This design comes from an exercise in tuning for small area and a short achievable clock period on the open sky130 flow, not from production work. Power figures rest on the tool's default switching activity, not on a simulated workload.

== job 9304 ==
==> module tod_core, before the edit <==
module tod_core #(parameter TIME_WIDTH_SUB_NS=20, TIME_WIDTH_NS=32, TIME_WIDTH_SEC=48) (
    input clk,
    input rst_n,
    input set_init_time,  
    input set_offset_time,  
    input plus_offset_time,  
    input wire [TIME_WIDTH_SUB_NS-1:0] init_time_sub_ns,
    input wire [TIME_WIDTH_NS-1:0] init_time_ns,
    input wire [TIME_WIDTH_SEC-1:0] init_time_sec,
    input wire [TIME_WIDTH_SUB_NS-1:0] offset_time_sub_ns,
    input wire [TIME_WIDTH_NS-1:0] offset_time_ns,  
    input wire [TIME_WIDTH_SUB_NS-1:0] incr_time_sub_ns,
    input wire [TIME_WIDTH_NS-1:0] incr_time_ns,
    output reg [TIME_WIDTH_SUB_NS-1:0] time_sub_ns,
    output reg [TIME_WIDTH_NS-1:0] time_ns,
    output reg [TIME_WIDTH_SEC-1:0] time_sec
);
localparam W = TIME_WIDTH_SUB_NS + TIME_WIDTH_NS;    
localparam LW = TIME_WIDTH_SUB_NS + 9;                 
localparam HW = W - LW;                                
localparam [HW-1:0] KP = 23'd1953125;                  
localparam [HW-1:0] KM = -23'd1953125;
wire minus = set_offset_time & ~plus_offset_time;
wire [W-1:0] a = {time_ns, time_sub_ns};
wire [W-1:0] b = {incr_time_ns, incr_time_sub_ns};
wire [W-1:0] c = {W{set_offset_time}} & ({offset_time_ns, offset_time_sub_ns} ^ {W{minus}});
wire [W-1:0] x = a ^ b ^ c;
wire [W-1:0] y = {(a[W-2:0] & b[W-2:0]) | (a[W-2:0] & c[W-2:0]) | (b[W-2:0] & c[W-2:0]), 1'b0};
wire [LW-1:0] lo;
wire c9;
tod_add_lo u_lo (.a(x[LW-1:0]), .b(y[LW-1:0]), .cin(minus), .s(lo), .cout(c9));
wire [HW-1:0] xu = x[W-1:LW];
wire [HW-1:0] yu = y[W-1:LW];
wire low = minus & ({1'b0, time_ns[31:28]} + {1'b0, incr_time_ns[31:28]} <= {1'b0, offset_time_ns[31:28]});
wire [HW-1:0] ks = low ? KP : KM;         
wire [HW-1:0] xk = xu ^ yu ^ ks;
wire [HW-1:0] yk = {(xu[HW-2:0] & yu[HW-2:0]) | (xu[HW-2:0] & ks[HW-2:0]) | (yu[HW-2:0] & ks[HW-2:0]), 1'b0};
wire [HW-1:0] u0, uk;
wire co0, cok;
tod_add_hi u_h0 (.a(xu), .b(yu), .cin(c9), .s(u0), .cout(co0));
tod_add_hi u_hk (.a(xk), .b(yk), .cin(c9), .s(uk), .cout(cok));
wire sec_dec = low & u0[HW-1];            
wire sec_adv = ~low & ~uk[HW-1];          
wire [HW-1:0] ns_hi = (sec_dec | sec_adv) ? uk : u0;
wire [TIME_WIDTH_SEC-1:0] ones, zeros;
assign ones[0] = 1'b1;
assign zeros[0] = 1'b1;
genvar k;
generate for (k = 1; k < TIME_WIDTH_SEC; k = k + 1) begin : g_pre
    assign ones[k] = ones[k-1] & time_sec[k-1];
    assign zeros[k] = zeros[k-1] & ~time_sec[k-1];
end endgenerate
wire [TIME_WIDTH_SEC-1:0] sec_nxt = time_sec ^ (({TIME_WIDTH_SEC{sec_adv}} & ones) | ({TIME_WIDTH_SEC{sec_dec}} & zeros));
always @(posedge clk or negedge rst_n) begin
    if (!rst_n) begin
        time_sub_ns <= {TIME_WIDTH_SUB_NS{1'b0}};
        time_ns <= {TIME_WIDTH_NS{1'b0}};
        time_sec <= {TIME_WIDTH_SEC{1'b0}};
    end
    else if (set_init_time) begin
        time_sub_ns <= init_time_sub_ns;
        time_ns <= init_time_ns;
        time_sec <= init_time_sec;
    end
    else begin
        time_sub_ns <= lo[TIME_WIDTH_SUB_NS-1:0];
        time_ns <= {ns_hi, lo[LW-1:TIME_WIDTH_SUB_NS]};
        time_sec <= sec_nxt;
    end
end
endmodule
Settings: LEC_CHECK=0, CAP_MARGIN=20, CORE_MARGIN=2, CORE_UTILIZATION=40, SLEW_MARGIN=20; clock period 18.0 ns.
standard.sh (not shown) runs the stock make flow with config.mk's settings and CLKGATE_MAP_FILE= SYNTH_SCRIPT=/design/flow/synth_recipe.tcl, a recipe that flattens the netlist after the stock synthesis.
==> flow/flow/run.sh <==
#!/bin/bash
# The standard layout (standard.sh), with three changes to how it is made:
# - synthesis maps all logic with flow/abc.script, an area-oriented ABC script (see flow/synth.tcl);
# - the port buffers use the smallest buffer cell instead of buffer_ports' default;
# - repair_timing works towards a setup slack of 10 ns at the design's clock period.
# The output of every step goes to standard.log here (ORFS's own per-step logs stay in orfs/logs).
set -euo pipefail
export FLOW_ABC_SCRIPT=$PWD/flow/abc.script
bash standard.sh SYNTH_SCRIPT=$PWD/flow/synth.tcl "BUFFER_PORTS_ARGS=-buffer_cell sky130_fd_sc_hd__buf_1" SETUP_SLACK_MARGIN=10 finish > standard.log 2>&1
==> flow/flow/abc.script <==
&get -n
&st
&dch
&nf -a
&put
==> flow/flow/synth.tcl <==
# synth_recipe.tcl (the standard synthesis) with two changes: ABC maps with
# flow/abc.script in place of ORFS's abc_speed.script, and full and half adders
# are not extracted into fa/ha cells first (ABC maps that logic with the rest).
# Everything else, including the register names and cells, is as in the
# standard synthesis.
proc synth {args} { yosys synth -nofsm -noshare {*}$args }
proc extract_fa {args} { }
proc abc {args} {
  set i [lsearch -exact $args -script]
  if { $i >= 0 } {
    set args [lreplace $args [expr {$i + 1}] [expr {$i + 1}] $::env(FLOW_ABC_SCRIPT)]
  }
  yosys abc {*}$args
}
source $::env(SCRIPTS_DIR)/synth.tcl
# left out here: clear keep_hierarchy, flatten, clean up, hide names made inside functions, write 1_2_yosys.v
For job 2215, these inputs were changed with respect to job 9304:
diff --git a/flow/design.v b/flow/design.v
--- a/flow/design.v
+++ b/flow/design.v
@@ -30,19 +30,20 @@
 wire c9;
 tod_add_lo u_lo (.a(x[LW-1:0]), .b(y[LW-1:0]), .cin(minus), .s(lo), .cout(c9));
 wire [HW-1:0] xu = x[W-1:LW];
 wire [HW-1:0] yu = y[W-1:LW];
-wire low = minus & ({1'b0, time_ns[31:28]} + {1'b0, incr_time_ns[31:28]} <= {1'b0, offset_time_ns[31:28]});
-wire [HW-1:0] ks = low ? KP : KM;         
-wire [HW-1:0] xk = xu ^ yu ^ ks;
-wire [HW-1:0] yk = {(xu[HW-2:0] & yu[HW-2:0]) | (xu[HW-2:0] & ks[HW-2:0]) | (yu[HW-2:0] & ks[HW-2:0]), 1'b0};
-wire [HW-1:0] u0, uk;
-wire co0, cok;
+wire [HW-1:0] xp = xu ^ yu ^ KP;
+wire [HW-1:0] yp = {(xu[HW-2:0] & yu[HW-2:0]) | (xu[HW-2:0] & KP[HW-2:0]) | (yu[HW-2:0] & KP[HW-2:0]), 1'b0};
+wire [HW-1:0] xm = xu ^ yu ^ KM;
+wire [HW-1:0] ym = {(xu[HW-2:0] & yu[HW-2:0]) | (xu[HW-2:0] & KM[HW-2:0]) | (yu[HW-2:0] & KM[HW-2:0]), 1'b0};
+wire [HW-1:0] u0, up, um;
+wire co0, cop, com;
 tod_add_hi u_h0 (.a(xu), .b(yu), .cin(c9), .s(u0), .cout(co0));
-tod_add_hi u_hk (.a(xk), .b(yk), .cin(c9), .s(uk), .cout(cok));
-wire sec_dec = low & u0[HW-1];            
-wire sec_adv = ~low & ~uk[HW-1];          
-wire [HW-1:0] ns_hi = (sec_dec | sec_adv) ? uk : u0;
+tod_add_hi u_hp (.a(xp), .b(yp), .cin(c9), .s(up), .cout(cop));
+tod_add_hi u_hm (.a(xm), .b(ym), .cin(c9), .s(um), .cout(com));
+wire sec_dec = u0[HW-1];                  
+wire sec_adv = ~um[HW-1] & ~sec_dec;      
+wire [HW-1:0] ns_hi = sec_dec ? up : (sec_adv ? um : u0);
 wire [TIME_WIDTH_SEC-1:0] ones, zeros;
 assign ones[0] = 1'b1;
 assign zeros[0] = 1'b1;
 genvar k;
Job 2215: done, clean on timing, DRC and antenna. [diff] shortest period the worst path allows, job 2215 relative to job 9304: improvement. | sequential power | job 9304 vs job 2215 | ≈ equal |. Area growth from synthesis to layout down 7.0 points in job 2215 wrt job 9304. Sort job 9304 and job 2215 by post-route met1 wirelength desc -> top: job 9304. Compared to job 9304, job 2215 has combined global-route utilization of all metal layers 1.2 points higher. Job 2215 vs job 9304, final core utilization went down by 2.8 points. Compared with job 9304, in job 2215 share of synthesized area spent on multiplexers decreased 0.22 points; area share of and/or/nand/nor cells after synthesis essentially unchanged; total power decreased about 3%; core area increased 820 um^2; wire length per cell after detailed routing increased about 0.75%. Switching portion of total power came out higher on job 2215 than on job 9304. STATUS worst setup slack: job 2215 wins against job 9304. The insertion delay to the later sink of the worst-skew pair of job 9304 and that of job 2215 are within noise of each other.
No functional check of the RTL was part of any run of this note.

==> port drivers added, routing unchanged <==
In the flow no input, the clock included, has a driving cell. The finished layouts below were timed again as built, in two steps. Step 1 (the two cells are an assumption about what drives the block):
set clk [get_ports {clk}]
set_driving_cell -lib_cell sky130_fd_sc_hd__clkbuf_16 $clk
set_driving_cell -lib_cell sky130_fd_sc_hd__buf_2 [delete_from_list [all_inputs] $clk]
Step 2 moves the port delays by t, midway between the first and last clock arrival at a register: inputs arrive t later, outputs are due t later. That takes back most of the time a late clock gives input paths. a / b / c = no drivers / after step 1 / after step 2; a / b = the first two.
| run | t (ns) | setup WS [ns] | worst hold slack (ns) | pins driven straight from the clock port |
|---|---|---|---|---|
| job 9304 | 0.398 | 10.094 / 10.085 / 9.687 | 0.607 / 0.607 / 0.607 | 1 |
| job 2215 | 0.408 | 10.253 / 10.262 / 9.853 | 0.625 / 0.625 / 0.625 | 1 |
After both steps setup and hold are still met in every run listed. For job 9304, which loses most, drivers alone change the setup slack by -0.009 ns; drivers and shift together by -0.407 ns.
